From an optimization exercise on the open Yosys and OpenROAD flow, aimed at small area, a short achievable clock period and few clock cycles per item; shortcuts taken in it are not production practice. Function was checked by simulation only, so behaviour that the tests miss may differ from the original.

## flow/config.mk

```make
export PLATFORM = sky130hd
export DESIGN_NAME = simple_generic_matrix_mult
export DESIGN_NICKNAME = simple_generic_matrix_mult
export VERILOG_FILES = /design/flow/design.v
export SDC_FILE = /design/flow/constraint.sdc
export NUM_CORES = 4
export LEC_CHECK = 0
export ABC_CLOCK_PERIOD_IN_PS = 3000
export CAP_MARGIN = 20
export CORE_MARGIN = 2
export CORE_UTILIZATION = 70
export CTS_BUF_LIST = sky130_fd_sc_hd__clkbuf_8
export CTS_CLUSTER_DIAMETER = 60
export CTS_CLUSTER_SIZE = 14
export SLEW_MARGIN = 20
export SYNTH_HIERARCHICAL = 1
export SYNTH_MINIMUM_KEEP_SIZE = 0
```

## flow/constraint.sdc

```tcl
create_clock -name core_clock -period 10.0 [get_ports {clk}]
set_input_delay 2.0000 -clock core_clock [delete_from_list [all_inputs] [get_ports {clk}]]
set_output_delay 2.0000 -clock core_clock [all_outputs]
set_load 0.01 [all_outputs]
```

## flow/design.v

```verilog
module simple_generic_matrix_mult #(
    parameter integer M = 3,
    parameter integer N = 3,
    parameter integer P = 3,
    parameter integer DATA_WIDTH = 8
)(
    input  wire clk,
    input  wire rst,
    input  wire start,
    input  wire signed [DATA_WIDTH-1:0] a_in,
    input  wire [$clog2(M*N)-1:0] a_addr,
    input  wire a_wen,
    input  wire signed [DATA_WIDTH-1:0] b_in,
    input  wire [$clog2(N*P)-1:0] b_addr,
    input  wire b_wen,
    output reg [2*DATA_WIDTH-1:0] c_out,
    output reg c_valid,
    output reg done
);
    localparam integer E = 1;    
    reg [3:0] t;
    wire rd = start | ((t != 0) & (t <= 8));           
    wire rot_b = rd;                                    
    wire rot_a = rd & ((t == 2) | (t == 5) | (t == 8));  
    always @(posedge clk or posedge rst) begin
        if (rst) begin
            t <= 0;
            c_valid <= 0;
            done <= 0;
        end else begin
            c_valid <= (t >= E) && (t <= E + 8) && (t != 0 || start);
            done <= (t == E + 8);
            t <= (t == E + 8) ? 4'd0 : (start || t != 0) ? t + 4'd1 : 4'd0;
        end
    end
    reg [71:0] Am, Bm;
    genvar x;
    generate
        for (x = 0; x < 9; x = x + 1) begin : st
            wire wa = a_wen & (a_addr == x);
            wire wb = b_wen & (b_addr == x);
            wire ha = ~(wa | rot_a);
            wire hb = ~(wb | rot_b);
            if (x < 3) begin : ao
                always @(posedge clk)
                    Am[8*x +: 8] <= ({8{wa}} & a_in) | ({8{rot_a}} & Am[8*((x + 3) % 9) +: 8])
                                  | ({8{ha}} & Am[8*x +: 8]);
            end else begin : ae
                always @(posedge clk)
                    if (rot_a) Am[8*x +: 8] <= Am[8*((x + 3) % 9) +: 8];
                    else if (wa) Am[8*x +: 8] <= a_in;
            end
            if (x % 3 == 0) begin : bo
                always @(posedge clk)
                    Bm[8*x +: 8] <= ({8{wb}} & b_in) | ({8{rot_b}} & Bm[8*(x + 1) +: 8])
                                  | ({8{hb}} & Bm[8*x +: 8]);
            end else begin : be
                always @(posedge clk)
                    if (rot_b) Bm[8*x +: 8] <= Bm[8*((x % 3 == 2) ? x - 2 : x + 1) +: 8];
                    else if (wb) Bm[8*x +: 8] <= b_in;
            end
        end
    endgenerate
    wire [7:0] ma0 = Am[7:0], ma1 = Am[15:8], ma2 = Am[23:16];
    wire [7:0] mb0 = Bm[7:0], mb1 = Bm[31:24], mb2 = Bm[55:48];
    wire [7:0] a0 = ma0, a1 = ma1, a2 = ma2, b0 = mb0, b1 = mb1, b2 = mb2;
    wire pp0_0_0, pp0_0_1, pp0_0_2, pp0_0_3, pp0_0_4, pp0_0_5, pp0_0_6, pp0_0_7, pp0_1_0, pp0_1_1, pp0_1_2, pp0_1_3, pp0_1_4, pp0_1_5, pp0_1_6, pp0_1_7, pp0_2_0, pp0_2_1, pp0_2_2, pp0_2_3, pp0_2_4, pp0_2_5, pp0_2_6, pp0_2_7, pp0_3_0, pp0_3_1, pp0_3_2, pp0_3_3, pp0_3_4, pp0_3_5, pp0_3_6, pp0_3_7, pp0_4_0, pp0_4_1, pp0_4_2, pp0_4_3, pp0_4_4, pp0_4_5, pp0_4_6, pp0_4_7, pp0_5_0, pp0_5_1, pp0_5_2, pp0_5_3, pp0_5_4, pp0_5_5, pp0_5_6, pp0_5_7, pp0_6_0, pp0_6_1, pp0_6_2, pp0_6_3, pp0_6_4, pp0_6_5, pp0_6_6, pp0_6_7, pp0_7_0, pp0_7_1, pp0_7_2, pp0_7_3, pp0_7_4, pp0_7_5, pp0_7_6, pp0_7_7, pp1_0_0, pp1_0_1, pp1_0_2, pp1_0_3, pp1_0_4, pp1_0_5, pp1_0_6, pp1_0_7, pp1_1_0, pp1_1_1, pp1_1_2, pp1_1_3, pp1_1_4, pp1_1_5, pp1_1_6, pp1_1_7, pp1_2_0, pp1_2_1, pp1_2_2, pp1_2_3, pp1_2_4, pp1_2_5, pp1_2_6, pp1_2_7, pp1_3_0, pp1_3_1, pp1_3_2, pp1_3_3, pp1_3_4, pp1_3_5, pp1_3_6, pp1_3_7, pp1_4_0, pp1_4_1, pp1_4_2, pp1_4_3, pp1_4_4, pp1_4_5, pp1_4_6, pp1_4_7, pp1_5_0, pp1_5_1, pp1_5_2, pp1_5_3, pp1_5_4, pp1_5_5, pp1_5_6, pp1_5_7, pp1_6_0, pp1_6_1, pp1_6_2, pp1_6_3, pp1_6_4, pp1_6_5, pp1_6_6, pp1_6_7, pp1_7_0, pp1_7_1, pp1_7_2, pp1_7_3, pp1_7_4, pp1_7_5, pp1_7_6, pp1_7_7, pp2_0_0, pp2_0_1, pp2_0_2, pp2_0_3, pp2_0_4, pp2_0_5, pp2_0_6, pp2_0_7, pp2_1_0, pp2_1_1, pp2_1_2, pp2_1_3, pp2_1_4, pp2_1_5, pp2_1_6, pp2_1_7, pp2_2_0, pp2_2_1, pp2_2_2, pp2_2_3, pp2_2_4, pp2_2_5, pp2_2_6, pp2_2_7, pp2_3_0, pp2_3_1, pp2_3_2, pp2_3_3, pp2_3_4, pp2_3_5, pp2_3_6, pp2_3_7, pp2_4_0, pp2_4_1, pp2_4_2, pp2_4_3, pp2_4_4, pp2_4_5, pp2_4_6, pp2_4_7, pp2_5_0, pp2_5_1, pp2_5_2, pp2_5_3, pp2_5_4, pp2_5_5, pp2_5_6, pp2_5_7, pp2_6_0, pp2_6_1, pp2_6_2, pp2_6_3, pp2_6_4, pp2_6_5, pp2_6_6, pp2_6_7, pp2_7_0, pp2_7_1, pp2_7_2, pp2_7_3, pp2_7_4, pp2_7_5, pp2_7_6, pp2_7_7, s1, c2, s3, c4, s5, c6, s7, c8, s9, c10, s11, c12, s13, c14, s15, c16, s17, c18, s19, c20, s21, c22, s23, c24, s25, c26, s27, c28, s29, c30, s31, c32, s33, c34, s35, c36, s37, c38, s39, c40, s41, c42, s43, c44, s45, c46, s47, c48, s49, c50, s51, c52, s53, c54, s55, c56, s57, c58, s59, c60, s61, c62, s63, c64, s65, c66, s67, c68, s69, c70, s71, c72, s73, c74, s75, c76, s77, c78, s79, c80, s81, c82, s83, c84, s85, c86, s87, c88, s89, c90, s91, c92, s93, c94, s95, c96, s97, c98, s99, c100, s101, c102, s103, c104, s105, c106, s107, c108, s109, c110, s111, c112, s113, c114, s115, c116, s117, c118, s119, c120, s121, c122, s123, c124, s125, c126, s127, c128, s129, c130, s131, c132, s133, c134, s135, c136, s137, c138, s139, c140, s141, c142, s143, c144, s145, c146, s147, c148, s149, c150, s151, c152, s153, c154, s155, c156, s157, c158, s159, c160, s161, c162, s163, c164, s165, c166, s167, c168, s169, c170, s171, c172, s173, c174, s175, c176, s177, c178, s179, c180, s181, c182, s183, c184, s185, c186, s187, c188, s189, c190, s191, c192, s193, c194, s195, c196, s197, c198, s199, c200, s201, c202, s203, c204, s205, c206, s207, c208, s209, c210, s211, c212, s213, c214, s215, c216, s217, c218, s219, c220, s221, c222, s223, c224, s225, c226, s227, c228, s229, c230, s231, c232, s233, c234, s235, c236, s237, c238, s239, c240, s241, c242, s243, c244, s245, c246, s247, c248, s249, c250, s251, c252, s253, c254, s255, c256, s257, c258, s259, c260, s261, c262, s263, s264, c265, s266, c267, s268, c269, s270, c271, s272, c273, s274, c275, s276, c277, s278, c279, s280, c281, s282, c283, s284, c285, s286, c287, s288, c289, s290, c291, s292, c293, s294, c295, s296, c297, s298, c299, s300, c301, s302, c303, s304, c305, s306, c307, s308, c309, s310, c311, s312, c313, s314, c315, s316, c317, s318, c319, s320, c321, s322, c323, s324, c325, s326, c327, s328, c329, s330, c331, s332, c333, s334, c335, s336, c337, s338, c339, s340, c341, s342, c343, s344, c345, s346, c347, s348, c349, s350;
    assign pp0_0_0 = ~(a0[0] & b0[0]);
    assign pp0_0_1 = ~(a0[0] & b0[1]);
    assign pp0_0_2 = ~(a0[0] & b0[2]);
    assign pp0_0_3 = ~(a0[0] & b0[3]);
    assign pp0_0_4 = ~(a0[0] & b0[4]);
    assign pp0_0_5 = ~(a0[0] & b0[5]);
    assign pp0_0_6 = ~(a0[0] & b0[6]);
    assign pp0_0_7 = a0[0] & b0[7];
    assign pp0_1_0 = ~(a0[1] & b0[0]);
    assign pp0_1_1 = ~(a0[1] & b0[1]);
    assign pp0_1_2 = ~(a0[1] & b0[2]);
    assign pp0_1_3 = ~(a0[1] & b0[3]);
    assign pp0_1_4 = ~(a0[1] & b0[4]);
    assign pp0_1_5 = ~(a0[1] & b0[5]);
    assign pp0_1_6 = ~(a0[1] & b0[6]);
    assign pp0_1_7 = a0[1] & b0[7];
    assign pp0_2_0 = ~(a0[2] & b0[0]);
    assign pp0_2_1 = ~(a0[2] & b0[1]);
    assign pp0_2_2 = ~(a0[2] & b0[2]);
    assign pp0_2_3 = ~(a0[2] & b0[3]);
    assign pp0_2_4 = ~(a0[2] & b0[4]);
    assign pp0_2_5 = ~(a0[2] & b0[5]);
    assign pp0_2_6 = ~(a0[2] & b0[6]);
    assign pp0_2_7 = a0[2] & b0[7];
    assign pp0_3_0 = ~(a0[3] & b0[0]);
    assign pp0_3_1 = ~(a0[3] & b0[1]);
    assign pp0_3_2 = ~(a0[3] & b0[2]);
    assign pp0_3_3 = ~(a0[3] & b0[3]);
    assign pp0_3_4 = ~(a0[3] & b0[4]);
    assign pp0_3_5 = ~(a0[3] & b0[5]);
    assign pp0_3_6 = ~(a0[3] & b0[6]);
    assign pp0_3_7 = a0[3] & b0[7];
    assign pp0_4_0 = ~(a0[4] & b0[0]);
    assign pp0_4_1 = ~(a0[4] & b0[1]);
    assign pp0_4_2 = ~(a0[4] & b0[2]);
    assign pp0_4_3 = ~(a0[4] & b0[3]);
    assign pp0_4_4 = ~(a0[4] & b0[4]);
    assign pp0_4_5 = ~(a0[4] & b0[5]);
    assign pp0_4_6 = ~(a0[4] & b0[6]);
    assign pp0_4_7 = a0[4] & b0[7];
    assign pp0_5_0 = ~(a0[5] & b0[0]);
    assign pp0_5_1 = ~(a0[5] & b0[1]);
    assign pp0_5_2 = ~(a0[5] & b0[2]);
    assign pp0_5_3 = ~(a0[5] & b0[3]);
    assign pp0_5_4 = ~(a0[5] & b0[4]);
    assign pp0_5_5 = ~(a0[5] & b0[5]);
    assign pp0_5_6 = ~(a0[5] & b0[6]);
    assign pp0_5_7 = a0[5] & b0[7];
    assign pp0_6_0 = ~(a0[6] & b0[0]);
    assign pp0_6_1 = ~(a0[6] & b0[1]);
    assign pp0_6_2 = ~(a0[6] & b0[2]);
    assign pp0_6_3 = ~(a0[6] & b0[3]);
    assign pp0_6_4 = ~(a0[6] & b0[4]);
    assign pp0_6_5 = ~(a0[6] & b0[5]);
    assign pp0_6_6 = ~(a0[6] & b0[6]);
    assign pp0_6_7 = a0[6] & b0[7];
    assign pp0_7_0 = a0[7] & b0[0];
    assign pp0_7_1 = a0[7] & b0[1];
    assign pp0_7_2 = a0[7] & b0[2];
    assign pp0_7_3 = a0[7] & b0[3];
    assign pp0_7_4 = a0[7] & b0[4];
    assign pp0_7_5 = a0[7] & b0[5];
    assign pp0_7_6 = a0[7] & b0[6];
    assign pp0_7_7 = ~(a0[7] & b0[7]);
    assign pp1_0_0 = ~(a1[0] & b1[0]);
    assign pp1_0_1 = ~(a1[0] & b1[1]);
    assign pp1_0_2 = ~(a1[0] & b1[2]);
    assign pp1_0_3 = ~(a1[0] & b1[3]);
    assign pp1_0_4 = ~(a1[0] & b1[4]);
    assign pp1_0_5 = ~(a1[0] & b1[5]);
    assign pp1_0_6 = ~(a1[0] & b1[6]);
    assign pp1_0_7 = a1[0] & b1[7];
    assign pp1_1_0 = ~(a1[1] & b1[0]);
    assign pp1_1_1 = ~(a1[1] & b1[1]);
    assign pp1_1_2 = ~(a1[1] & b1[2]);
    assign pp1_1_3 = ~(a1[1] & b1[3]);
    assign pp1_1_4 = ~(a1[1] & b1[4]);
    assign pp1_1_5 = ~(a1[1] & b1[5]);
    assign pp1_1_6 = ~(a1[1] & b1[6]);
    assign pp1_1_7 = a1[1] & b1[7];
    assign pp1_2_0 = ~(a1[2] & b1[0]);
    assign pp1_2_1 = ~(a1[2] & b1[1]);
    assign pp1_2_2 = ~(a1[2] & b1[2]);
    assign pp1_2_3 = ~(a1[2] & b1[3]);
    assign pp1_2_4 = ~(a1[2] & b1[4]);
    assign pp1_2_5 = ~(a1[2] & b1[5]);
    assign pp1_2_6 = ~(a1[2] & b1[6]);
    assign pp1_2_7 = a1[2] & b1[7];
    assign pp1_3_0 = ~(a1[3] & b1[0]);
    assign pp1_3_1 = ~(a1[3] & b1[1]);
    assign pp1_3_2 = ~(a1[3] & b1[2]);
    assign pp1_3_3 = ~(a1[3] & b1[3]);
    assign pp1_3_4 = ~(a1[3] & b1[4]);
    assign pp1_3_5 = ~(a1[3] & b1[5]);
    assign pp1_3_6 = ~(a1[3] & b1[6]);
    assign pp1_3_7 = a1[3] & b1[7];
    assign pp1_4_0 = ~(a1[4] & b1[0]);
    assign pp1_4_1 = ~(a1[4] & b1[1]);
    assign pp1_4_2 = ~(a1[4] & b1[2]);
    assign pp1_4_3 = ~(a1[4] & b1[3]);
    assign pp1_4_4 = ~(a1[4] & b1[4]);
    assign pp1_4_5 = ~(a1[4] & b1[5]);
    assign pp1_4_6 = ~(a1[4] & b1[6]);
    assign pp1_4_7 = a1[4] & b1[7];
    assign pp1_5_0 = ~(a1[5] & b1[0]);
    assign pp1_5_1 = ~(a1[5] & b1[1]);
    assign pp1_5_2 = ~(a1[5] & b1[2]);
    assign pp1_5_3 = ~(a1[5] & b1[3]);
    assign pp1_5_4 = ~(a1[5] & b1[4]);
    assign pp1_5_5 = ~(a1[5] & b1[5]);
    assign pp1_5_6 = ~(a1[5] & b1[6]);
    assign pp1_5_7 = a1[5] & b1[7];
    assign pp1_6_0 = ~(a1[6] & b1[0]);
    assign pp1_6_1 = ~(a1[6] & b1[1]);
    assign pp1_6_2 = ~(a1[6] & b1[2]);
    assign pp1_6_3 = ~(a1[6] & b1[3]);
    assign pp1_6_4 = ~(a1[6] & b1[4]);
    assign pp1_6_5 = ~(a1[6] & b1[5]);
    assign pp1_6_6 = ~(a1[6] & b1[6]);
    assign pp1_6_7 = a1[6] & b1[7];
    assign pp1_7_0 = a1[7] & b1[0];
    assign pp1_7_1 = a1[7] & b1[1];
    assign pp1_7_2 = a1[7] & b1[2];
    assign pp1_7_3 = a1[7] & b1[3];
    assign pp1_7_4 = a1[7] & b1[4];
    assign pp1_7_5 = a1[7] & b1[5];
    assign pp1_7_6 = a1[7] & b1[6];
    assign pp1_7_7 = ~(a1[7] & b1[7]);
    assign pp2_0_0 = ~(a2[0] & b2[0]);
    assign pp2_0_1 = ~(a2[0] & b2[1]);
    assign pp2_0_2 = ~(a2[0] & b2[2]);
    assign pp2_0_3 = ~(a2[0] & b2[3]);
    assign pp2_0_4 = ~(a2[0] & b2[4]);
    assign pp2_0_5 = ~(a2[0] & b2[5]);
    assign pp2_0_6 = ~(a2[0] & b2[6]);
    assign pp2_0_7 = a2[0] & b2[7];
    assign pp2_1_0 = ~(a2[1] & b2[0]);
    assign pp2_1_1 = ~(a2[1] & b2[1]);
    assign pp2_1_2 = ~(a2[1] & b2[2]);
    assign pp2_1_3 = ~(a2[1] & b2[3]);
    assign pp2_1_4 = ~(a2[1] & b2[4]);
    assign pp2_1_5 = ~(a2[1] & b2[5]);
    assign pp2_1_6 = ~(a2[1] & b2[6]);
    assign pp2_1_7 = a2[1] & b2[7];
    assign pp2_2_0 = ~(a2[2] & b2[0]);
    assign pp2_2_1 = ~(a2[2] & b2[1]);
    assign pp2_2_2 = ~(a2[2] & b2[2]);
    assign pp2_2_3 = ~(a2[2] & b2[3]);
    assign pp2_2_4 = ~(a2[2] & b2[4]);
    assign pp2_2_5 = ~(a2[2] & b2[5]);
    assign pp2_2_6 = ~(a2[2] & b2[6]);
    assign pp2_2_7 = a2[2] & b2[7];
    assign pp2_3_0 = ~(a2[3] & b2[0]);
    assign pp2_3_1 = ~(a2[3] & b2[1]);
    assign pp2_3_2 = ~(a2[3] & b2[2]);
    assign pp2_3_3 = ~(a2[3] & b2[3]);
    assign pp2_3_4 = ~(a2[3] & b2[4]);
    assign pp2_3_5 = ~(a2[3] & b2[5]);
    assign pp2_3_6 = ~(a2[3] & b2[6]);
    assign pp2_3_7 = a2[3] & b2[7];
    assign pp2_4_0 = ~(a2[4] & b2[0]);
    assign pp2_4_1 = ~(a2[4] & b2[1]);
    assign pp2_4_2 = ~(a2[4] & b2[2]);
    assign pp2_4_3 = ~(a2[4] & b2[3]);
    assign pp2_4_4 = ~(a2[4] & b2[4]);
    assign pp2_4_5 = ~(a2[4] & b2[5]);
    assign pp2_4_6 = ~(a2[4] & b2[6]);
    assign pp2_4_7 = a2[4] & b2[7];
    assign pp2_5_0 = ~(a2[5] & b2[0]);
    assign pp2_5_1 = ~(a2[5] & b2[1]);
    assign pp2_5_2 = ~(a2[5] & b2[2]);
    assign pp2_5_3 = ~(a2[5] & b2[3]);
    assign pp2_5_4 = ~(a2[5] & b2[4]);
    assign pp2_5_5 = ~(a2[5] & b2[5]);
    assign pp2_5_6 = ~(a2[5] & b2[6]);
    assign pp2_5_7 = a2[5] & b2[7];
    assign pp2_6_0 = ~(a2[6] & b2[0]);
    assign pp2_6_1 = ~(a2[6] & b2[1]);
    assign pp2_6_2 = ~(a2[6] & b2[2]);
    assign pp2_6_3 = ~(a2[6] & b2[3]);
    assign pp2_6_4 = ~(a2[6] & b2[4]);
    assign pp2_6_5 = ~(a2[6] & b2[5]);
    assign pp2_6_6 = ~(a2[6] & b2[6]);
    assign pp2_6_7 = a2[6] & b2[7];
    assign pp2_7_0 = a2[7] & b2[0];
    assign pp2_7_1 = a2[7] & b2[1];
    assign pp2_7_2 = a2[7] & b2[2];
    assign pp2_7_3 = a2[7] & b2[3];
    assign pp2_7_4 = a2[7] & b2[4];
    assign pp2_7_5 = a2[7] & b2[5];
    assign pp2_7_6 = a2[7] & b2[6];
    assign pp2_7_7 = ~(a2[7] & b2[7]);
    mm_fa u_s1 (.a(pp0_0_0), .b(pp1_0_0), .c(pp2_0_0), .s(s1), .co(c2));
    mm_fa u_s3 (.a(pp0_0_1), .b(pp0_1_0), .c(pp1_0_1), .s(s3), .co(c4));
    mm_fa u_s5 (.a(pp1_1_0), .b(pp2_0_1), .c(pp2_1_0), .s(s5), .co(c6));
    mm_fa u_s7 (.a(pp0_0_2), .b(pp0_1_1), .c(pp0_2_0), .s(s7), .co(c8));
    mm_fa u_s9 (.a(pp1_0_2), .b(pp1_1_1), .c(pp1_2_0), .s(s9), .co(c10));
    mm_fa u_s11 (.a(pp2_0_2), .b(pp2_1_1), .c(pp2_2_0), .s(s11), .co(c12));
    mm_fa u_s13 (.a(pp0_0_3), .b(pp0_1_2), .c(pp0_2_1), .s(s13), .co(c14));
    mm_fa u_s15 (.a(pp0_3_0), .b(pp1_0_3), .c(pp1_1_2), .s(s15), .co(c16));
    mm_fa u_s17 (.a(pp1_2_1), .b(pp1_3_0), .c(pp2_0_3), .s(s17), .co(c18));
    mm_fa u_s19 (.a(pp2_1_2), .b(pp2_2_1), .c(pp2_3_0), .s(s19), .co(c20));
    mm_fa u_s21 (.a(pp0_0_4), .b(pp0_1_3), .c(pp0_2_2), .s(s21), .co(c22));
    mm_fa u_s23 (.a(pp0_3_1), .b(pp0_4_0), .c(pp1_0_4), .s(s23), .co(c24));
    mm_fa u_s25 (.a(pp1_1_3), .b(pp1_2_2), .c(pp1_3_1), .s(s25), .co(c26));
    mm_fa u_s27 (.a(pp1_4_0), .b(pp2_0_4), .c(pp2_1_3), .s(s27), .co(c28));
    mm_fa u_s29 (.a(pp2_2_2), .b(pp2_3_1), .c(pp2_4_0), .s(s29), .co(c30));
    mm_fa u_s31 (.a(pp0_0_5), .b(pp0_1_4), .c(pp0_2_3), .s(s31), .co(c32));
    mm_fa u_s33 (.a(pp0_3_2), .b(pp0_4_1), .c(pp0_5_0), .s(s33), .co(c34));
    mm_fa u_s35 (.a(pp1_0_5), .b(pp1_1_4), .c(pp1_2_3), .s(s35), .co(c36));
    mm_fa u_s37 (.a(pp1_3_2), .b(pp1_4_1), .c(pp1_5_0), .s(s37), .co(c38));
    mm_fa u_s39 (.a(pp2_0_5), .b(pp2_1_4), .c(pp2_2_3), .s(s39), .co(c40));
    mm_fa u_s41 (.a(pp2_3_2), .b(pp2_4_1), .c(pp2_5_0), .s(s41), .co(c42));
    mm_fa u_s43 (.a(pp0_0_6), .b(pp0_1_5), .c(pp0_2_4), .s(s43), .co(c44));
    mm_fa u_s45 (.a(pp0_3_3), .b(pp0_4_2), .c(pp0_5_1), .s(s45), .co(c46));
    mm_fa u_s47 (.a(pp0_6_0), .b(pp1_0_6), .c(pp1_1_5), .s(s47), .co(c48));
    mm_fa u_s49 (.a(pp1_2_4), .b(pp1_3_3), .c(pp1_4_2), .s(s49), .co(c50));
    mm_fa u_s51 (.a(pp1_5_1), .b(pp1_6_0), .c(pp2_0_6), .s(s51), .co(c52));
    mm_fa u_s53 (.a(pp2_1_5), .b(pp2_2_4), .c(pp2_3_3), .s(s53), .co(c54));
    mm_fa u_s55 (.a(pp2_4_2), .b(pp2_5_1), .c(pp2_6_0), .s(s55), .co(c56));
    mm_fa u_s57 (.a(pp0_0_7), .b(pp0_1_6), .c(pp0_2_5), .s(s57), .co(c58));
    mm_fa u_s59 (.a(pp0_3_4), .b(pp0_4_3), .c(pp0_5_2), .s(s59), .co(c60));
    mm_fa u_s61 (.a(pp0_6_1), .b(pp0_7_0), .c(pp1_0_7), .s(s61), .co(c62));
    mm_fa u_s63 (.a(pp1_1_6), .b(pp1_2_5), .c(pp1_3_4), .s(s63), .co(c64));
    mm_fa u_s65 (.a(pp1_4_3), .b(pp1_5_2), .c(pp1_6_1), .s(s65), .co(c66));
    mm_fa u_s67 (.a(pp1_7_0), .b(pp2_0_7), .c(pp2_1_6), .s(s67), .co(c68));
    mm_fa u_s69 (.a(pp2_2_5), .b(pp2_3_4), .c(pp2_4_3), .s(s69), .co(c70));
    mm_fa u_s71 (.a(pp2_5_2), .b(pp2_6_1), .c(pp2_7_0), .s(s71), .co(c72));
    mm_fa u_s73 (.a(pp0_1_7), .b(pp0_2_6), .c(pp0_3_5), .s(s73), .co(c74));
    mm_fa u_s75 (.a(pp0_4_4), .b(pp0_5_3), .c(pp0_6_2), .s(s75), .co(c76));
    mm_fa u_s77 (.a(pp0_7_1), .b(pp1_1_7), .c(pp1_2_6), .s(s77), .co(c78));
    mm_fa u_s79 (.a(pp1_3_5), .b(pp1_4_4), .c(pp1_5_3), .s(s79), .co(c80));
    mm_fa u_s81 (.a(pp1_6_2), .b(pp1_7_1), .c(pp2_1_7), .s(s81), .co(c82));
    mm_fa u_s83 (.a(pp2_2_6), .b(pp2_3_5), .c(pp2_4_4), .s(s83), .co(c84));
    mm_fa u_s85 (.a(pp2_5_3), .b(pp2_6_2), .c(pp2_7_1), .s(s85), .co(c86));
    mm_fa u_s87 (.a(pp0_2_7), .b(pp0_3_6), .c(pp0_4_5), .s(s87), .co(c88));
    mm_fa u_s89 (.a(pp0_5_4), .b(pp0_6_3), .c(pp0_7_2), .s(s89), .co(c90));
    mm_fa u_s91 (.a(pp1_2_7), .b(pp1_3_6), .c(pp1_4_5), .s(s91), .co(c92));
    mm_fa u_s93 (.a(pp1_5_4), .b(pp1_6_3), .c(pp1_7_2), .s(s93), .co(c94));
    mm_fa u_s95 (.a(pp2_2_7), .b(pp2_3_6), .c(pp2_4_5), .s(s95), .co(c96));
    mm_fa u_s97 (.a(pp2_5_4), .b(pp2_6_3), .c(pp2_7_2), .s(s97), .co(c98));
    mm_fa u_s99 (.a(pp0_3_7), .b(pp0_4_6), .c(pp0_5_5), .s(s99), .co(c100));
    mm_fa u_s101 (.a(pp0_6_4), .b(pp0_7_3), .c(pp1_3_7), .s(s101), .co(c102));
    mm_fa u_s103 (.a(pp1_4_6), .b(pp1_5_5), .c(pp1_6_4), .s(s103), .co(c104));
    mm_fa u_s105 (.a(pp1_7_3), .b(pp2_3_7), .c(pp2_4_6), .s(s105), .co(c106));
    mm_fa u_s107 (.a(pp2_5_5), .b(pp2_6_4), .c(pp2_7_3), .s(s107), .co(c108));
    mm_fa u_s109 (.a(pp0_4_7), .b(pp0_5_6), .c(pp0_6_5), .s(s109), .co(c110));
    mm_fa u_s111 (.a(pp0_7_4), .b(pp1_4_7), .c(pp1_5_6), .s(s111), .co(c112));
    mm_fa u_s113 (.a(pp1_6_5), .b(pp1_7_4), .c(pp2_4_7), .s(s113), .co(c114));
    mm_fa u_s115 (.a(pp2_5_6), .b(pp2_6_5), .c(pp2_7_4), .s(s115), .co(c116));
    mm_fa u_s117 (.a(pp0_5_7), .b(pp0_6_6), .c(pp0_7_5), .s(s117), .co(c118));
    mm_fa u_s119 (.a(pp1_5_7), .b(pp1_6_6), .c(pp1_7_5), .s(s119), .co(c120));
    mm_fa u_s121 (.a(pp2_5_7), .b(pp2_6_6), .c(pp2_7_5), .s(s121), .co(c122));
    mm_fa u_s123 (.a(pp0_6_7), .b(pp0_7_6), .c(pp1_6_7), .s(s123), .co(c124));
    mm_fa u_s125 (.a(pp1_7_6), .b(pp2_6_7), .c(pp2_7_6), .s(s125), .co(c126));
    mm_fa u_s127 (.a(pp0_7_7), .b(pp1_7_7), .c(pp2_7_7), .s(s127), .co(c128));
    mm_fa u_s129 (.a(c2), .b(s3), .c(s5), .s(s129), .co(c130));
    mm_fa u_s131 (.a(c4), .b(c6), .c(s7), .s(s131), .co(c132));
    assign s133 = ~(s9 ^ s11);
    assign c134 = s9 | s11;
    mm_fa u_s135 (.a(c8), .b(c10), .c(c12), .s(s135), .co(c136));
    mm_fa u_s137 (.a(s13), .b(s15), .c(s17), .s(s137), .co(c138));
    mm_fa u_s139 (.a(c14), .b(c16), .c(c18), .s(s139), .co(c140));
    mm_fa u_s141 (.a(c20), .b(s21), .c(s23), .s(s141), .co(c142));
    mm_fa u_s143 (.a(s25), .b(s27), .c(s29), .s(s143), .co(c144));
    mm_fa u_s145 (.a(c22), .b(c24), .c(c26), .s(s145), .co(c146));
    mm_fa u_s147 (.a(c28), .b(c30), .c(s31), .s(s147), .co(c148));
    mm_fa u_s149 (.a(s33), .b(s35), .c(s37), .s(s149), .co(c150));
    assign s151 = ~(s39 ^ s41);
    assign c152 = s39 | s41;
    mm_fa u_s153 (.a(c32), .b(c34), .c(c36), .s(s153), .co(c154));
    mm_fa u_s155 (.a(c38), .b(c40), .c(c42), .s(s155), .co(c156));
    mm_fa u_s157 (.a(s43), .b(s45), .c(s47), .s(s157), .co(c158));
    mm_fa u_s159 (.a(s49), .b(s51), .c(s53), .s(s159), .co(c160));
    mm_fa u_s161 (.a(c44), .b(c46), .c(c48), .s(s161), .co(c162));
    mm_fa u_s163 (.a(c50), .b(c52), .c(c54), .s(s163), .co(c164));
    mm_fa u_s165 (.a(c56), .b(s57), .c(s59), .s(s165), .co(c166));
    mm_fa u_s167 (.a(s61), .b(s63), .c(s65), .s(s167), .co(c168));
    mm_fa u_s169 (.a(s67), .b(s69), .c(s71), .s(s169), .co(c170));
    mm_fa u_s171 (.a(c58), .b(c60), .c(c62), .s(s171), .co(c172));
    mm_fa u_s173 (.a(c64), .b(c66), .c(c68), .s(s173), .co(c174));
    mm_fa u_s175 (.a(c70), .b(c72), .c(s73), .s(s175), .co(c176));
    mm_fa u_s177 (.a(s75), .b(s77), .c(s79), .s(s177), .co(c178));
    mm_fa u_s179 (.a(s81), .b(s83), .c(s85), .s(s179), .co(c180));
    mm_fa u_s181 (.a(c74), .b(c76), .c(c78), .s(s181), .co(c182));
    mm_fa u_s183 (.a(c80), .b(c82), .c(c84), .s(s183), .co(c184));
    mm_fa u_s185 (.a(c86), .b(s87), .c(s89), .s(s185), .co(c186));
    mm_fa u_s187 (.a(s91), .b(s93), .c(s95), .s(s187), .co(c188));
    mm_fa u_s189 (.a(c88), .b(c90), .c(c92), .s(s189), .co(c190));
    mm_fa u_s191 (.a(c94), .b(c96), .c(c98), .s(s191), .co(c192));
    mm_fa u_s193 (.a(s99), .b(s101), .c(s103), .s(s193), .co(c194));
    mm_fa u_s195 (.a(c100), .b(c102), .c(c104), .s(s195), .co(c196));
    mm_fa u_s197 (.a(c106), .b(c108), .c(s109), .s(s197), .co(c198));
    mm_fa u_s199 (.a(s111), .b(s113), .c(s115), .s(s199), .co(c200));
    mm_fa u_s201 (.a(c110), .b(c112), .c(c114), .s(s201), .co(c202));
    mm_fa u_s203 (.a(c116), .b(s117), .c(s119), .s(s203), .co(c204));
    mm_fa u_s205 (.a(c118), .b(c120), .c(c122), .s(s205), .co(c206));
    mm_fa u_s207 (.a(c124), .b(c126), .c(s127), .s(s207), .co(c208));
    mm_fa u_s209 (.a(c130), .b(s131), .c(s133), .s(s209), .co(c210));
    mm_fa u_s211 (.a(c132), .b(c134), .c(s135), .s(s211), .co(c212));
    assign s213 = ~(s137 ^ s19);
    assign c214 = s137 | s19;
    mm_fa u_s215 (.a(c136), .b(c138), .c(s139), .s(s215), .co(c216));
    assign s217 = ~(s141 ^ s143);
    assign c218 = s141 | s143;
    mm_fa u_s219 (.a(c140), .b(c142), .c(c144), .s(s219), .co(c220));
    mm_fa u_s221 (.a(s145), .b(s147), .c(s149), .s(s221), .co(c222));
    mm_fa u_s223 (.a(c146), .b(c148), .c(c150), .s(s223), .co(c224));
    mm_fa u_s225 (.a(c152), .b(s153), .c(s155), .s(s225), .co(c226));
    mm_fa u_s227 (.a(s157), .b(s159), .c(s55), .s(s227), .co(c228));
    mm_fa u_s229 (.a(c154), .b(c156), .c(c158), .s(s229), .co(c230));
    mm_fa u_s231 (.a(c160), .b(s161), .c(s163), .s(s231), .co(c232));
    mm_fa u_s233 (.a(s165), .b(s167), .c(s169), .s(s233), .co(c234));
    mm_fa u_s235 (.a(c162), .b(c164), .c(c166), .s(s235), .co(c236));
    mm_fa u_s237 (.a(c168), .b(c170), .c(s171), .s(s237), .co(c238));
    mm_fa u_s239 (.a(s173), .b(s175), .c(s177), .s(s239), .co(c240));
    mm_fa u_s241 (.a(c172), .b(c174), .c(c176), .s(s241), .co(c242));
    mm_fa u_s243 (.a(c178), .b(c180), .c(s181), .s(s243), .co(c244));
    mm_fa u_s245 (.a(s183), .b(s185), .c(s187), .s(s245), .co(c246));
    mm_fa u_s247 (.a(c182), .b(c184), .c(c186), .s(s247), .co(c248));
    mm_fa u_s249 (.a(c188), .b(s189), .c(s191), .s(s249), .co(c250));
    mm_fa u_s251 (.a(s193), .b(s105), .c(s107), .s(s251), .co(c252));
    mm_fa u_s253 (.a(c190), .b(c192), .c(c194), .s(s253), .co(c254));
    mm_fa u_s255 (.a(s195), .b(s197), .c(s199), .s(s255), .co(c256));
    mm_fa u_s257 (.a(c196), .b(c198), .c(c200), .s(s257), .co(c258));
    mm_fa u_s259 (.a(s201), .b(s203), .c(s121), .s(s259), .co(c260));
    mm_fa u_s261 (.a(c202), .b(c204), .c(s205), .s(s261), .co(c262));
    assign s263 = c208 ^ c128 ^ 1'b1;
    mm_fa u_s264 (.a(c210), .b(s211), .c(s213), .s(s264), .co(c265));
    mm_fa u_s266 (.a(c212), .b(c214), .c(s215), .s(s266), .co(c267));
    mm_fa u_s268 (.a(c216), .b(c218), .c(s219), .s(s268), .co(c269));
    mm_fa u_s270 (.a(c220), .b(c222), .c(s223), .s(s270), .co(c271));
    assign s272 = ~(s225 ^ s227);
    assign c273 = s225 | s227;
    mm_fa u_s274 (.a(c224), .b(c226), .c(c228), .s(s274), .co(c275));
    mm_fa u_s276 (.a(s229), .b(s231), .c(s233), .s(s276), .co(c277));
    mm_fa u_s278 (.a(c230), .b(c232), .c(c234), .s(s278), .co(c279));
    mm_fa u_s280 (.a(s235), .b(s237), .c(s239), .s(s280), .co(c281));
    mm_fa u_s282 (.a(c236), .b(c238), .c(c240), .s(s282), .co(c283));
    mm_fa u_s284 (.a(s241), .b(s243), .c(s245), .s(s284), .co(c285));
    mm_fa u_s286 (.a(c242), .b(c244), .c(c246), .s(s286), .co(c287));
    mm_fa u_s288 (.a(s247), .b(s249), .c(s251), .s(s288), .co(c289));
    mm_fa u_s290 (.a(c248), .b(c250), .c(c252), .s(s290), .co(c291));
    mm_fa u_s292 (.a(c254), .b(c256), .c(s257), .s(s292), .co(c293));
    mm_fa u_s294 (.a(c258), .b(c260), .c(s261), .s(s294), .co(c295));
    mm_fa u_s296 (.a(c262), .b(c206), .c(s207), .s(s296), .co(c297));
    mm_ha u_s298 (.a(ra_c271), .b(ra_c273), .s(s298), .co(c299));
    mm_fa u_s300 (.a(ra_c275), .b(ra_c277), .c(ra_s278), .s(s300), .co(c301));
    mm_fa u_s302 (.a(ra_c279), .b(ra_c281), .c(ra_s282), .s(s302), .co(c303));
    mm_ha u_s304 (.a(ra_s284), .b(ra_s97), .s(s304), .co(c305));
    mm_fa u_s306 (.a(ra_c283), .b(ra_c285), .c(ra_s286), .s(s306), .co(c307));
    mm_fa u_s308 (.a(ra_c287), .b(ra_c289), .c(ra_s290), .s(s308), .co(c309));
    mm_ha u_s310 (.a(ra_c267), .b(ra_s268), .s(s310), .co(c311));
    mm_ha u_s312 (.a(ra_c269), .b(ra_s270), .s(s312), .co(c313));
    mm_fa u_s314 (.a(s298), .b(ra_s274), .c(ra_s276), .s(s314), .co(c315));
    mm_fa u_s316 (.a(c299), .b(s300), .c(ra_s280), .s(s316), .co(c317));
    mm_fa u_s318 (.a(c301), .b(s302), .c(s304), .s(s318), .co(c319));
    mm_fa u_s320 (.a(c303), .b(c305), .c(s306), .s(s320), .co(c321));
    mm_fa u_s322 (.a(c307), .b(s308), .c(ra_s253), .s(s322), .co(c323));
    mm_fa u_s324 (.a(c309), .b(ra_c291), .c(ra_s292), .s(s324), .co(c325));
    mm_fa u_s326 (.a(ra_c293), .b(ra_s294), .c(ra_s123), .s(s326), .co(c327));
    mm_ha u_s328 (.a(ra_c265), .b(ra_s266), .s(s328), .co(c329));
    mm_fa u_s330 (.a(s310), .b(ra_s221), .c(ra_s151), .s(s330), .co(c331));
    mm_fa u_s332 (.a(c311), .b(s312), .c(ra_s272), .s(s332), .co(c333));
    assign s334 = ~(c313 ^ s314);
    assign c335 = c313 | s314;
    mm_fa u_s336 (.a(c315), .b(s316), .c(ra_s179), .s(s336), .co(c337));
    assign s338 = ~(c317 ^ s318);
    assign c339 = c317 | s318;
    mm_fa u_s340 (.a(c319), .b(s320), .c(ra_s288), .s(s340), .co(c341));
    mm_fa u_s342 (.a(c321), .b(s322), .c(ra_s255), .s(s342), .co(c343));
    mm_fa u_s344 (.a(c323), .b(s324), .c(ra_s259), .s(s344), .co(c345));
    mm_fa u_s346 (.a(c325), .b(s326), .c(ra_s125), .s(s346), .co(c347));
    mm_fa u_s348 (.a(c327), .b(ra_c295), .c(ra_s296), .s(s348), .co(c349));
    assign s350 = ra_c297 ^ ra_s263;
    reg ra_s1, ra_s129, ra_s209, ra_s264, ra_c265, ra_s266, ra_s217, ra_c267, ra_s268, ra_s221, ra_s151, ra_c269, ra_s270, ra_s272, ra_c271, ra_c273, ra_s274, ra_s276, ra_c275, ra_c277, ra_s278, ra_s280, ra_s179, ra_c279, ra_c281, ra_s282, ra_s284, ra_s97, ra_c283, ra_c285, ra_s286, ra_s288, ra_c287, ra_c289, ra_s290, ra_s253, ra_s255, ra_c291, ra_s292, ra_s259, ra_c293, ra_s294, ra_s123, ra_s125, ra_c295, ra_s296, ra_c297, ra_s263;
    always @(posedge clk) begin
        ra_s1 <= s1;
        ra_s129 <= s129;
        ra_s209 <= s209;
        ra_s264 <= s264;
        ra_c265 <= c265;
        ra_s266 <= s266;
        ra_s217 <= s217;
        ra_c267 <= c267;
        ra_s268 <= s268;
        ra_s221 <= s221;
        ra_s151 <= s151;
        ra_c269 <= c269;
        ra_s270 <= s270;
        ra_s272 <= s272;
        ra_c271 <= c271;
        ra_c273 <= c273;
        ra_s274 <= s274;
        ra_s276 <= s276;
        ra_c275 <= c275;
        ra_c277 <= c277;
        ra_s278 <= s278;
        ra_s280 <= s280;
        ra_s179 <= s179;
        ra_c279 <= c279;
        ra_c281 <= c281;
        ra_s282 <= s282;
        ra_s284 <= s284;
        ra_s97 <= s97;
        ra_c283 <= c283;
        ra_c285 <= c285;
        ra_s286 <= s286;
        ra_s288 <= s288;
        ra_c287 <= c287;
        ra_c289 <= c289;
        ra_s290 <= s290;
        ra_s253 <= s253;
        ra_s255 <= s255;
        ra_c291 <= c291;
        ra_s292 <= s292;
        ra_s259 <= s259;
        ra_c293 <= c293;
        ra_s294 <= s294;
        ra_s123 <= s123;
        ra_s125 <= s125;
        ra_c295 <= c295;
        ra_s296 <= s296;
        ra_c297 <= c297;
        ra_s263 <= s263;
    end
    wire [15:0] row1 = {c349, c347, c345, c343, c341, c339, c337, c335, c333, c331, c329, s328, ra_s264, ra_s209, ra_s129, ra_s1};
    wire [15:0] row2 = {s350, s348, s346, s344, s342, s340, s338, s336, s334, s332, s330, ra_s217, 1'b0, 1'b0, 1'b0, 1'b0};
    always @(posedge clk) c_out <= ~(row1 + row2);
endmodule
module mm_fa (input wire a, input wire b, input wire c, output wire s, output wire co);
    assign s = a ^ b ^ c;
    assign co = (a & b) | (a & c) | (b & c);
endmodule
module mm_ha (input wire a, input wire b, output wire s, output wire co);
    assign s = a ^ b;
    assign co = a & b;
endmodule
```

## flow/flow/run.sh

```bash
#!/bin/bash
set -euo pipefail
bash standard.sh SETUP_SLACK_MARGIN=7.15 finish > standard_flow.log 2>&1
```

## flow/standard.sh

```bash
#!/bin/bash
# synth_recipe.tcl (not shown) runs the flow's synth.tcl, then flattens the netlist and writes it again
# the make line also repeats each setting of config.mk as NAME=value (left out here)
make -C /OpenROAD-flow-scripts/flow DESIGN_CONFIG=/design/flow/config.mk WORK_HOME=/design/flow/orfs CLKGATE_MAP_FILE= SYNTH_SCRIPT=/design/flow/synth_recipe.tcl "${@:-finish}"
```

==> run notes, run 1 <==
most frequent cells after synthesis=nand2_1 (413), fa_1 (163), dfxtp_1 (112), edfxtp_1 (96), clkbuf_1 (49); Hold Crit Endpoint=c_out[2]$_DFF_P_; period utilisation layout=a little under a third; fin util=82.7%; worst slack at placement=5.62 ns; post-synth net total=about 1,400; DP HPWL=20,400 um; EDFF count, synth=96; # setup viols final=0; CP required=~10 ns; sequential-to-total area share from yosys stat=~42%; synthesized instance count=1,140; routed len/inst=21.1 um; Clock transition at path regs=0.08 ns; area growth from synthesis to layout=15.2%; # nets final=around 1,400; Iter 0 DRT Violations=761; CTS Hold Bufs=0; Hold Crit Start=ra_s209$_DFF_P_; Reg2Reg Depth=9; Cell Count, Final, Fillers Out=between 1,000 and 1,500; # DRC=0; Crit. End Element=register; IO Count=between 40 and 50; Synth Area per Inst=about 11 sq um; GRT overflow=0; Bufs on Longest Clock Path=3; startpoint types=register; count leader, synth=nand2_1; first-pass GRT wire length=between 40,000 and 50,000 um; post-synth top area share=approximately a quarter; asr flop ratio synth=2.80%; Buffers on Ports=46; DR pass1 iterations=5; Core ar.=17,400 sq um; top cells by area, synth=fa_1 (26%), edfxtp_1 (23%), dfxtp_1 (18%); Starting Density=a little under three quarters; Post-Route Setup TNS=0 ns; fin crit period=between 3 and 4 ns; Hold Fails Final Rpt=0; vias in the first global route=8,684; CTS tree=yes; max-cap viol count=0; layout cell share with drive strength beyond 1=~18%; remaining antenna violation count after routing=0; Cell Rows=48; Sink Count=~210; R2R Path End=c_out[15]$_DFF_P_; via count=8,746; Clock Tree Root=clkbuf_8; flops & latches, synth=between 200 and 250; Cell variety after synth=49; ant diodes=0; crit path max fanout=4; placed insts=approximately 1,300; achievable frequency=around 320 MHz; max-slew violations=0; Die Y=137 um; Most common cell on crit path=fa_1; crit path kind=register to register; Syn. warnings=7; gr usage total=a little under a third; # H-tree levels=1; HP Class=register to register; full die area=18,900 sq um; Hold Path Depth=1; FF-to-FF Start=ra_c275$_DFF_P_; RePlAce Congestion=around 0.91; worst-path cell chain=fa_1 > fa_1 > fa_1 > ha_4 > and3_4 > a2111oi_4 > a21oi_2 > a41oi_2 > xnor2_1; die width=about 140 um; status=timing/DRC/antenna clean; Worst-Skew Late Latency=between 0.5 and 0.6 ns; CP peak stage delay=around 0.54 ns; slew of the pin with the lowest slew margin=~0.6 ns; Max Clock Skew=0.0347 ns; RSZ-0062 raised after global routing=yes; ys flop type=dfxtp_1; Post-Syn Area=roughly 12,000 sq um; slowest library cell on the worst path=fa_1; clock buffers created by TritonCTS=19; worst setup margin=6.90 ns; Total Routed Length=30,200 um; largest net degree at the start of global routing=73; Max-slew headroom=60.1%; Yosys top cell by area=fa_1; Via density=between 6 and 7; Design Area, Final=between 10,000 and 15,000 sq um; initial antenna violation count=0; Cell Area, Placed=approximately 13,000 sq um; CP arrival=about 3.6 ns; worst reg2reg setup slack=roughly 6.9 ns
==> cell families after synthesis <==
group | after synthesis | synth area share (%)
XOR/XNOR | 15 | 1.12
flip-flops | 214 | 42.4
AO/OA/AOI/OAI | 115 | 6.90
AND/OR/NAND/NOR | 500 | 17.0
adder cells (fa/ha/maj) | 191 | 29.0
buffers and inverters | 105 | 3.57
==> worst max path at each step <==
stage | from | end | slack, ns
finish | ra_c275$_DFF_P_ | c_out[15]$_DFF_P_ | 6.90
global route | ra_c275$_DFF_P_ | c_out[13]$_DFF_P_ | 6.82
CTS | ra_c275$_DFF_P_ | c_out[15]$_DFF_P_ | 6.85
detailed placement | start | Am[64]$_DFFE_PP_ | 5.62
global placement | start | Am[64]$_DFFE_PP_ | 5.68
floorplan | start | Am[24]$_DFFE_PP_ | 6.86
==> metrics by stage <==
step	hold slack, ns
after floorplan	0.338
final	0.360
after global routing	0.376
after global placement	0.340
after detailed placement	0.344
after CTS	0.362
==> area by class of cell <==
class	count	area (sq um)
Multi-Input combinational cell	823	7180
Tap cell	225	282
Inverter	38	143
Clock buffer	20	275
Timing Repair Buffer	93	1040
Fill cell	947	3010
Clock inverter	13	78.8
Sequential cell	214	5350
==> placed cells by master (no fill, tap or decap), drive strengths merged, types with 4 or more instances in the layout <==
master | Yosys | routed
xor2 | 8 | 8
o21ai | 13 | 14
nor2 | 9 | 9
nor3 | 9 | 9
a21oi | 11 | 11
buf | 18 | 63
xnor2 | 7 | 7
clkbuf | 49 | 31
clkdlybuf4s50 | 0 | 17
a22o | 24 | 24
ha | 28 | 28
edfxtp | 96 | 96
nand2 | 413 | 413
fa | 163 | 163
a21o | 27 | 27
o31ai | 4 | 4
and2 | 44 | 44
inv | 38 | 48
dfxtp | 112 | 112
a22oi | 25 | 25
dfrtp | 6 | 6
nand2b | 6 | 6
==> modules after synthesis, one instance, submodules excluded <==
| module | flops+latches | cell area, sq um | times used |
|---|---|---|---|
| mm_ha | 0 | 12.5 | 5 |
| simple_generic_matrix_mult | 214 | 9150 | 1 |
| mm_fa | 0 | 20.0 | 162 |
==> registers in the layout (all words and copies together) (netlist names), 4 cells and up <==
signal  count
Am         72
Bm         72
c_out      16
t           4
==> repair_timing <==
item,in CTS,in global routing
gates cloned,3,10
buffers inserted,21,12
pin swaps,24,46
resized for setup,145,81
endpoints found under the setup margin,275,193
==> critical path, delay by kind of cell (launching register included) <==
family | cells | cell delay, ns
AOI/OAI and AO/OA | 3 | 0.67
xor gates and xnor gates | 1 | 0.13
adders and majority gates | 4 | 1.73
DFF | 1 | 0.33
and+or+nand+nor | 1 | 0.17
==> per-layer routing <==
metal,GRT usage (%),up-vias,routed length (um)
met3,5.89,105,2970
met1,42.3,4337,11100
li1,-,3787,-
met4,7.50,0,1160
met2,54.2,517,14900
met5,0,-,0
Testbench counts, summed over its fixed seeds: cycles 30,400, items 14,400.
==> inputs of run 2 (changes only) <==
==> flow/flow/run.sh (replaced) <==
#!/bin/bash
set -euo pipefail
bash standard.sh SETUP_SLACK_MARGIN=7 "BUFFER_PORTS_ARGS=-buffer_cell sky130_fd_sc_hd__buf_2" finish > standard_flow.log 2>&1
==> run notes, run 2 <==
most frequent cells after synthesis=nand2_1 (413), fa_1 (163), dfxtp_1 (112), edfxtp_1 (96), clkbuf_1 (49); Buffers on Ports=46; Die Y=137 um; Core ar.=between 15,000 and 20,000 sq um; layout cell share with drive strength beyond 1=13.3%; Hold Path Depth=1; GR Util met1=40.5%; routed len/inst=roughly 20 um; startpoint types=register; Most common cell on crit path=fa_1; post-synth top area share=26.2%; worst-path cell chain=fa_1 > fa_1 > fa_1 > ha_4 > and2_1 > a2111oi_4 > a21oi_2 > a41oi_2 > xnor2_1; most frequent cells in the layout=nand2_1 (413), fa_1 (161), edfxtp_1 (96), dfxtp_1 (89), inv_1 (46); fin util=between 70 and 80%; CP peak stage delay=roughly 0.55 ns; HP Class=register to register; via count=between 8,000 and 9,000; Bufs on Longest Clock Path=3; Yosys top cell by area=fa_1; Syn. warnings=7; crit path kind=register to register; met2 GRT Util=between 50% and 60%; count leader, synth=nand2_1; initial antenna violation count=0; CP required=approximately 10 ns; top cells by area, synth=fa_1 (26%), edfxtp_1 (23%), dfxtp_1 (18%); IO Count=between 40 and 50; full die area=approximately 19,000 sq um; DP HPWL=around 20,000 um; Crit. End Element=register; sequential-to-total area share from yosys stat=between 40% and 50%; hold slack final=0.369 ns; gr usage total=a little over 30%; synthesized instance count=roughly 1,100; achievable frequency=roughly 320 MHz; flops & latches, synth=214; first-pass GRT wire length=approximately 43,000 um; gr busiest metal=met2; fin crit period=around 3.1 ns; slew of the pin with the lowest slew margin=between 0.7 and 0.8 ns; Max-slew headroom=between 50% and 60%; # setup viols final=0; met3 GRT Util=between 6 and 7%; RSZ-0062 raised after global routing=yes; post-synth net total=approximately 1,400; Reg2Reg Depth=9; crit path max fanout=5; period utilisation layout=~31%; Total Routed Length=27,300 um; DR pass1 iterations=5; Hold Fails Final Rpt=0; most common cell after layout, fill and taps aside=nand2_1; Multi-input gate area=a little over 7000 sq um; largest net degree at the start of global routing=76; asr flop ratio synth=between 2 and 3%; status=timing/DRC/antenna clean; Worst-Skew Late Latency=0.53 ns; Clock Tree Root=clkbuf_8; CP arrival=3.55 ns; ys flop type=dfxtp_1; Post-Syn Area=about 12,000 sq um; Sink Count=approximately 210; # H-tree levels=1; Top Registers=Am x72, Bm x72, c_out x16; # nets final=1,369; slowest library cell on the worst path=fa_1; clock buffers created by TritonCTS=19; vias in the first global route=~8,300; worst setup margin=between 6 and 7 ns; area growth from synthesis to layout=9.05%; Post-Route Setup TNS=0 ns; Starting Density=about 72%; die width=between 100 and 150 um; EDFF count, synth=96; ant diodes=0; max-slew violations=0; Synth Area per Inst=between 10 and 15 sq um; Via density=between 5 and 6; max-cap viol count=0; Max Clock Skew=between 0.015 and 0.02 ns; Iter 0 DRT Violations=roughly 730; sequential cell area=5300 sq um; Cell variety after synth=49; worst slack at placement=between 6 and 7 ns; Clock transition at path regs=0.09 ns; # DRC=0; CTS tree=yes; GRT overflow=0; fillers=roughly 1,100; remaining antenna violation count after routing=0; Cell Rows=48; RePlAce Congestion=a little over 0.9
run 2: cell count changes in the layout (fill, tap and decap cells not counted), moves of 5 or more:
cell	before	now
buf_12	13	2
buf_2	9	37
buf_4	21	7
buf_6	20	9
clkbuf_16	5	0
clkbuf_2	6	0
clkdlybuf4s50_1	17	0
dfxtp_1	53	89
dfxtp_2	59	23
run 2: cell type report:
| type | instances | share of cell area, % |
|---|---|---|
| multi-input combinational | 821 | 52.5 |
| clock buffer | 19 | 1.93 |
| tap | 225 | 2.07 |
| sequential | 214 | 39.1 |
| inverter | 38 | 1.05 |
| clock inverter | 12 | 0.571 |
| timing repair buffer | 55 | 2.79 |
run 2: cells by family (layout without fill, tap and decap cells):
family | Yosys count | after routing | synth area share, %
AND/OR/NAND/NOR | 500 | 500 | 17.0
adder cells (fa/ha/maj) | 191 | 191 | 29.0
buffers and inverters | 105 | 124 | 3.57
flip-flops | 214 | 214 | 42.4
AO/OA/AOI/OAI | 115 | 115 | 6.90
XOR/XNOR | 15 | 15 | 1.12
run 2: stage by stage:
stage	area (sq um)	cells
final	13600	1384
after CTS	13300	1380
after global placement	12900	1347
after global routing	13600	1384
after floorplan	12700	1140
after detailed placement	12900	1347
run 2: path summary, 6_finish.rpt:
path | slack (ns) | to | start
hold / removal | 0.37 | c_out[2]$_DFF_P_ | ra_s209$_DFF_P_
setup reg to reg | 6.87 | c_out[15]$_DFF_P_ | ra_s278$_DFF_P_
setup / recovery | 6.87 | c_out[15]$_DFF_P_ | ra_s278$_DFF_P_
max in group asynchronous | 8.44 | t[3]$_DFF_PP0_ | rst
hold reg to reg | 0.37 | c_out[2]$_DFF_P_ | ra_s209$_DFF_P_
min in group asynchronous | 1.37 | t[0]$_DFF_PP0_ | rst
run 2: modules after synthesis (local to each module, per instance):
module / copies in the design / cells / flops+latches / cell area (sq um)
simple_generic_matrix_mult: 1 / 973 / 214 / 9150
mm_fa: 162 / 1 / 0 / 20.0
mm_ha: 5 / 1 / 0 / 12.5
run 2: timing repair:
item / 4_1_cts / 5_1_grt
endpoints found under the setup margin: 152 / 81
buffers inserted: 2 / 4
endpoints found under the hold margin: 0 / 0
gates resized for setup: 14 / 53
hold buffers: 0 / 0
pin swaps: 5 / 17
run 2: metal layers:
metal | vias to the layer above | share of wire, %
li1 | 3690 | -
met1 | 3976 | 41
met2 | 339 | 50
met3 | 39 | 8.0
met4 | 0 | 1.7
met5 | - | 0
run 2: worst max-delay path, delay by kind of cell (launching register included):
kind            cells  cell delay [ns]
simple gates        1             0.18
xor+xnor            1             0.09
flops               1             0.33
compound gates      3             0.66
fa+ha+maj           4             1.75

==> separate check: timing with driven ports <==
No port has a modelled driver above. Below, the same layouts with a new extraction and two added sets of constraints.
Step 1: set_driving_cell puts a clkbuf_16 on clk and a buf_2 on each other input, an assumption about the parent block.
Step 2 times the ports against the registers' clock, not the clock port: input delays grow and output delays shrink by t, the midpoint of the rising clock arrivals with the driver on.
Slacks: no drivers / after step 1 / after step 2; pairs: no drivers / after step 1.
run	t (ns)	setup slack, ns	hold WS [ns]	worst setup path at the end	worst slew at a driven data input, ns
run 1	0.569	6.898 / 6.898 / 6.430	0.360 / 0.360 / 0.360	input to register	0.07
run 2	0.564	6.867 / 6.867 / 6.498	0.369 / 0.369 / 0.369	input to register	0.04
After both steps setup and hold are still met in every run listed. For run 1, which loses most, drivers alone change the setup slack by 0.000 ns; drivers and shift together by -0.468 ns.
